Source: an optimization exercise on an open RTL-to-GDS flow (aim: small area and a short achievable clock period). Production flows keep margins and buffers that such runs may drop. In this exercise RTL edits were held to simulation tests only and were not proved equivalent to the original.

==> inputs of run Z <==
==> flow/design.v <==
module axis_cordic #
(
  parameter FREQ_WIDTH = 32,
  parameter IN_WIDTH   = 18,  
  parameter EXTRA_BITS = 5   
)
(
  input wire aresetn,
  input wire aclk,
  input signed [FREQ_WIDTH-1:0] frequency,
  input signed [IN_WIDTH-1:0] in_data,
  output wire [47:0] m_axis_tdata,
  output wire m_axis_tvalid
);
localparam WR =  IN_WIDTH + EXTRA_BITS + 1;  
localparam WZ =  IN_WIDTH + EXTRA_BITS - 1;  
localparam STG = IN_WIDTH + EXTRA_BITS - 2;  
localparam WP = 32;                          
localparam WT = 32;
wire signed [WT-1:0] atan_table [1:WT-1];
assign atan_table[01] = 32'b00100101110010000000101000111011;  
assign atan_table[02] = 32'b00010011111101100111000010110111;  
assign atan_table[03] = 32'b00001010001000100010001110101000;  
assign atan_table[04] = 32'b00000101000101100001101010000110;  
assign atan_table[05] = 32'b00000010100010111010111111000011;  
assign atan_table[06] = 32'b00000001010001011110110000111101;  
assign atan_table[07] = 32'b00000000101000101111100010101010;  
assign atan_table[08] = 32'b00000000010100010111110010100111;  
assign atan_table[09] = 32'b00000000001010001011111001011101;  
assign atan_table[10] = 32'b00000000000101000101111100110000;  
assign atan_table[11] = 32'b00000000000010100010111110011000;  
assign atan_table[12] = 32'b00000000000001010001011111001100;  
assign atan_table[13] = 32'b00000000000000101000101111100110;  
assign atan_table[14] = 32'b00000000000000010100010111110011;  
assign atan_table[15] = 32'b00000000000000001010001011111010;  
assign atan_table[16] = 32'b00000000000000000101000101111101;  
assign atan_table[17] = 32'b00000000000000000010100010111110;  
assign atan_table[18] = 32'b00000000000000000001010001011111;  
assign atan_table[19] = 32'b00000000000000000000101000110000;  
assign atan_table[20] = 32'b00000000000000000000010100011000;  
assign atan_table[21] = 32'b00000000000000000000001010001100;  
assign atan_table[22] = 32'b00000000000000000000000101000110;  
assign atan_table[23] = 32'b00000000000000000000000010100011;  
assign atan_table[24] = 32'b00000000000000000000000001010001;  
assign atan_table[25] = 32'b00000000000000000000000000101001;  
assign atan_table[26] = 32'b00000000000000000000000000010100;  
assign atan_table[27] = 32'b00000000000000000000000000001010;  
assign atan_table[28] = 32'b00000000000000000000000000000101;  
assign atan_table[29] = 32'b00000000000000000000000000000011;  
assign atan_table[30] = 32'b00000000000000000000000000000001;  
assign atan_table[31] = 32'b00000000000000000000000000000001;  
reg [WP-1:0] freq_r;         
reg [WP-1:0] phase;          
reg          rst_d;          
reg [IN_WIDTH-1:0] d_r;      
reg [4:0]    cnt;            
wire         live = (cnt == STG);
always @(posedge aclk)
begin
  freq_r <= frequency;
  rst_d  <= !aresetn;
  d_r    <= in_data;
  phase  <= rst_d ? {WP{1'b0}} : phase + freq_r;
  cnt    <= !aresetn ? 5'd0 : (live ? cnt : cnt + 5'd1);
end
reg signed [WR-1:0] X [1:STG-1];
reg signed [WR-1:0] Y [1:STG-1];
reg        [WZ-1:0] Z [1:STG-2];
wire ax_neg = phase[WP-1] ^ phase[WP-2];
wire ay_neg = phase[WP-1];
wire sg_neg = phase[WP-3];            
wire big_x  = ~(ax_neg ^ ay_neg ^ sg_neg);
wire big_y  = ~big_x;
wire [19:0] d_ext = {{2{d_r[IN_WIDTH-1]}}, d_r};
wire [19:0] d4    = {d_r, 2'b00};
wire [19:0] x1a = big_x ? (d4 ^ {20{ax_neg}}) : 20'd0;
wire [19:0] x1b = d_ext ^ {20{big_x ^ ax_neg}};
wire        x1c = big_x | ax_neg;
wire [19:0] y1a = big_y ? (d4 ^ {20{ay_neg}}) : 20'd0;
wire [19:0] y1b = d_ext ^ {20{big_y ^ ay_neg}};
wire        y1c = big_y | ay_neg;
wire [20:0] x1s = {x1a, 1'b1} + {x1b, x1c};
wire [20:0] y1s = {y1a, 1'b1} + {y1b, y1c};
wire        zs0  = ~phase[WP-3];
wire [WZ-2:0] z0 = {~phase[WP-3], phase[WP-4:WP-WZ-1]};
wire [WZ-2:0] at0 = atan_table[1][WT-2:WT-WZ] + atan_table[1][WT-WZ-1];
wire [WZ-1:0] z1s = {z0, 1'b1} + {at0 ^ {(WZ-1){~zs0}}, ~zs0};
always @(posedge aclk)
begin
  X[1] <= {x1s[20:1], 4'b0000};
  Y[1] <= {y1s[20:1], 4'b0000};
  Z[1][WZ-2:0] <= z1s[WZ-1:1];
end
genvar n;
generate
  for (n=1; n<=(STG-2); n=n+1)
    begin : stages
    wire signed [WR-1:0] X_shr = {{(n+1){X[n][WR-1]}}, X[n][WR-1:n+1]};
    wire signed [WR-1:0] Y_shr = {{(n+1){Y[n][WR-1]}}, Y[n][WR-1:n+1]};
    wire Z_sign = Z[n][WZ-1-n];
    wire m = ~Z_sign;
    wire [WR:0] xs = {X[n], 1'b1} + {Y_shr ^ {WR{m}}, Y[n][n] ^ m};
    wire [WR:0] ys = {Y[n], 1'b1} + {X_shr ^ {WR{Z_sign}}, X[n][n] ^ Z_sign};
    always @(posedge aclk)
    begin
      X[n+1] <= xs[WR:1];
      Y[n+1] <= ys[WR:1];
    end
    if (n < STG-2)
      begin : angles
      wire [WZ-2-n:0] atan = atan_table[n+1][WT-2-n:WT-WZ] + atan_table[n+1][WT-WZ-1];
      wire [WZ-1-n:0] zs = {Z[n][WZ-2-n:0], 1'b1} + {atan ^ {(WZ-1-n){m}}, m};
      always @(posedge aclk)
        Z[n+1][WZ-2-n:0] <= zs[WZ-1-n:1];
      end
    end
endgenerate
assign m_axis_tdata[23:0]  = X[STG-1] & {WR{live}};
assign m_axis_tdata[47:24] = Y[STG-1] & {WR{live}};
assign m_axis_tvalid = 1;                        
endmodule
==> flow/run.sh <==
#!/bin/bash
# synth_recipe.tcl (not shown) runs the flow's synth.tcl, then flattens the netlist and writes it again
# the make line also repeats each setting of config.mk as NAME=value (left out here)
make -C /OpenROAD-flow-scripts/flow DESIGN_CONFIG=/design/flow/config.mk WORK_HOME=/design/flow/orfs CLKGATE_MAP_FILE= SYNTH_SCRIPT=/design/flow/synth_recipe.tcl finish
==> flow/config.mk <==
export PLATFORM = sky130hd
export DESIGN_NAME = axis_cordic
export DESIGN_NICKNAME = axis_cordic
export VERILOG_FILES = /design/flow/design.v
export SDC_FILE = /design/flow/constraint.sdc
export NUM_CORES = 4
export LEC_CHECK = 0
export CAP_MARGIN = 20
export CORE_MARGIN = 2
export CORE_UTILIZATION = 40
export SLEW_MARGIN = 20
==> flow/constraint.sdc <==
create_clock -name core_clock -period 5.0 [get_ports {aclk}]
set_input_delay 1.0000 -clock core_clock [delete_from_list [all_inputs] [get_ports {aclk}]]
set_output_delay 1.0000 -clock core_clock [all_outputs]
set_load 0.01 [all_outputs]
==> run F (differences from run Z) <==
==> flow/design.v (replaced) <==
module axis_cordic #
(
  parameter FREQ_WIDTH = 32, 
  parameter IN_WIDTH   = 18,  
  parameter EXTRA_BITS = 5   
)
(
  input wire aresetn,
  input wire aclk,
  input signed [FREQ_WIDTH-1:0] frequency,
  input signed [IN_WIDTH-1:0] in_data,
  output wire [47:0] m_axis_tdata,
  output wire m_axis_tvalid 
);
localparam WR =  IN_WIDTH + EXTRA_BITS + 1;  
localparam OUT_WIDTH = WR;                   
localparam WZ =  IN_WIDTH + EXTRA_BITS - 1;  
localparam STG = IN_WIDTH + EXTRA_BITS - 2;  
localparam WO = OUT_WIDTH;
localparam WF = 32;  
localparam WP = WF;  
localparam WT = 32;
wire signed [WT-1:0] atan_table [1:WT-1];
assign atan_table[01] = 32'b00100101110010000000101000111011;  
assign atan_table[02] = 32'b00010011111101100111000010110111;  
assign atan_table[03] = 32'b00001010001000100010001110101000;  
assign atan_table[04] = 32'b00000101000101100001101010000110;  
assign atan_table[05] = 32'b00000010100010111010111111000011;  
assign atan_table[06] = 32'b00000001010001011110110000111101;  
assign atan_table[07] = 32'b00000000101000101111100010101010;  
assign atan_table[08] = 32'b00000000010100010111110010100111;  
assign atan_table[09] = 32'b00000000001010001011111001011101;  
assign atan_table[10] = 32'b00000000000101000101111100110000;  
assign atan_table[11] = 32'b00000000000010100010111110011000;  
assign atan_table[12] = 32'b00000000000001010001011111001100;  
assign atan_table[13] = 32'b00000000000000101000101111100110;  
assign atan_table[14] = 32'b00000000000000010100010111110011;  
assign atan_table[15] = 32'b00000000000000001010001011111010;  
assign atan_table[16] = 32'b00000000000000000101000101111101;  
assign atan_table[17] = 32'b00000000000000000010100010111110;  
assign atan_table[18] = 32'b00000000000000000001010001011111;  
assign atan_table[19] = 32'b00000000000000000000101000110000;  
assign atan_table[20] = 32'b00000000000000000000010100011000;  
assign atan_table[21] = 32'b00000000000000000000001010001100;  
assign atan_table[22] = 32'b00000000000000000000000101000110;  
assign atan_table[23] = 32'b00000000000000000000000010100011;  
assign atan_table[24] = 32'b00000000000000000000000001010001;  
assign atan_table[25] = 32'b00000000000000000000000000101001;  
assign atan_table[26] = 32'b00000000000000000000000000010100;  
assign atan_table[27] = 32'b00000000000000000000000000001010;  
assign atan_table[28] = 32'b00000000000000000000000000000101;  
assign atan_table[29] = 32'b00000000000000000000000000000011;  
assign atan_table[30] = 32'b00000000000000000000000000000001;  
assign atan_table[31] = 32'b00000000000000000000000000000001;  
reg [WP-1:0] phase;
reg signed [WR-1:0] X [0:STG-1];
reg signed [WR-1:0] Y [0:STG-1];
reg signed [WZ-1:0] Z [0:STG-1];
wire signed [WR-1:0] in_data_ext = {in_data[IN_WIDTH-1], in_data, {EXTRA_BITS{1'b0}}};
wire [1:0] quadrant = phase[WP-1:WP-2];
always @(posedge aclk)
begin
  if (!aresetn) begin 
		X[0] <= 0;
		Y[0] <= 0; 
		Z[0] <= 0;
		end 
  else 
  begin
	  case (quadrant)
		 0: begin X[0] <=  in_data_ext;   Y[0] <=  in_data_ext; end
		 1: begin X[0] <= -in_data_ext;   Y[0] <=  in_data_ext; end
		 2: begin X[0] <= -in_data_ext;   Y[0] <= -in_data_ext; end
		 3: begin X[0] <=  in_data_ext;   Y[0] <= -in_data_ext; end
	  endcase
	  Z[0] <= {~phase[WP-3], ~phase[WP-3], phase[WP-4:WP-WZ-1]};
  end 
  if 
	(!aresetn) phase <= 0;
  else
	phase <= phase + frequency;
end
genvar n;
generate
  for (n=0; n<=(STG-2); n=n+1)
    begin : stages
    wire signed [WR-1:0] X_shr = {{(n+1){X[n][WR-1]}}, X[n][WR-1:n+1]};
    wire signed [WR-1:0] Y_shr = {{(n+1){Y[n][WR-1]}}, Y[n][WR-1:n+1]};
    wire [WZ-2-n:0] atan = atan_table[n+1][WT-2-n:WT-WZ] + atan_table[n+1][WT-WZ-1];
    wire Z_sign = Z[n][WZ-1-n];
	 always @(posedge aclk)
	 begin
      X[n+1] <= !aresetn ? 0 : (Z_sign ? X[n] + Y_shr + Y[n][n] : X[n] - Y_shr - Y[n][n]);
      Y[n+1] <= !aresetn ? 0 : (Z_sign ? Y[n] - X_shr - X[n][n] : Y[n] + X_shr + X[n][n]);
      if (n < STG-2)
        begin : angles
        Z[n+1][WZ-2-n:0] <= !aresetn ? 0 : (Z_sign ? Z[n][WZ-2-n:0] + atan : Z[n][WZ-2-n:0] - atan);
        end
      end
    end
endgenerate
generate
  if (OUT_WIDTH == WR)
    begin
    assign m_axis_tdata[23:0] = X[STG-1];
    assign m_axis_tdata[47:24] = Y[STG-1];
    end
  else
    begin
    reg signed [WO-1:0] rounded_I;
    reg signed [WO-1:0] rounded_Q;
    always @(posedge aclk)
	 if (!aresetn)
		 begin 
			rounded_I <= 0;
			rounded_Q <= 0;
		 end 
	 else 
      begin
      rounded_I <= X[STG-1][WR-1 : WR-WO] + X[STG-1][WR-1-WO];
      rounded_Q <= Y[STG-1][WR-1 : WR-WO] + Y[STG-1][WR-1-WO];
      end
    assign m_axis_tdata[23:0] = rounded_I;
    assign m_axis_tdata[47:24] = rounded_Q;
    end
endgenerate
assign m_axis_tvalid = 1;                        
endmodule
==> PnR_summary.wiki <==
{| class="wikitable"
! Metric !! Value
|-
| Run status || complete, no violations
|-
| Syn Std Cell Area || 0.1475 sq mm
|-
| Compound-cell area share of the yosys netlist || 0.2233
|-
| Sequential cell area in the final layout || 0.02529 sq mm
|-
| Worst reg2reg endpoint || Y[14][23]
|}
The numbers above come from run F.

==> PnR_summary.wiki <==
{| class="wikitable"
! Metric !! Value
|-
| Sequential cell area in the final layout || 0.02528 sq mm
|-
| Run status || complete, no violations
|-
| Compound-cell area share of the yosys netlist || 0.2080
|-
| Worst reg2reg endpoint || X[14][22]
|}
The numbers above come from run Z.

==> static timing again, ports no longer ideal <==
How much do the figures lean on ideal ports? The routed layouts below were timed once more, with nothing changed but the port constraints. Step 1, drivers: a clkbuf_16 drives aclk and a buf_2 each remaining input, both assumed. Step 2 moves the port delays by t, midway between the first and last clock arrival at a register: inputs arrive t later, outputs are due t later. That takes back most of the time a late clock gives input paths. a / b / c = ideal ports / drivers / drivers and shift; a / b = the first two.
| run | t (ns) | setup slack, ns | worst setup path after step 2 |
|---|---|---|---|
| run Z | 0.867 | 1.005 / 1.005 / 1.005 | register to register |
| run F | 0.998 | 0.778 / 0.778 / 0.770 | input to register |
After both steps every run listed still meets setup and hold. For run F, which loses most, drivers alone change the setup slack by 0.000 ns; drivers and shift together by -0.008 ns.
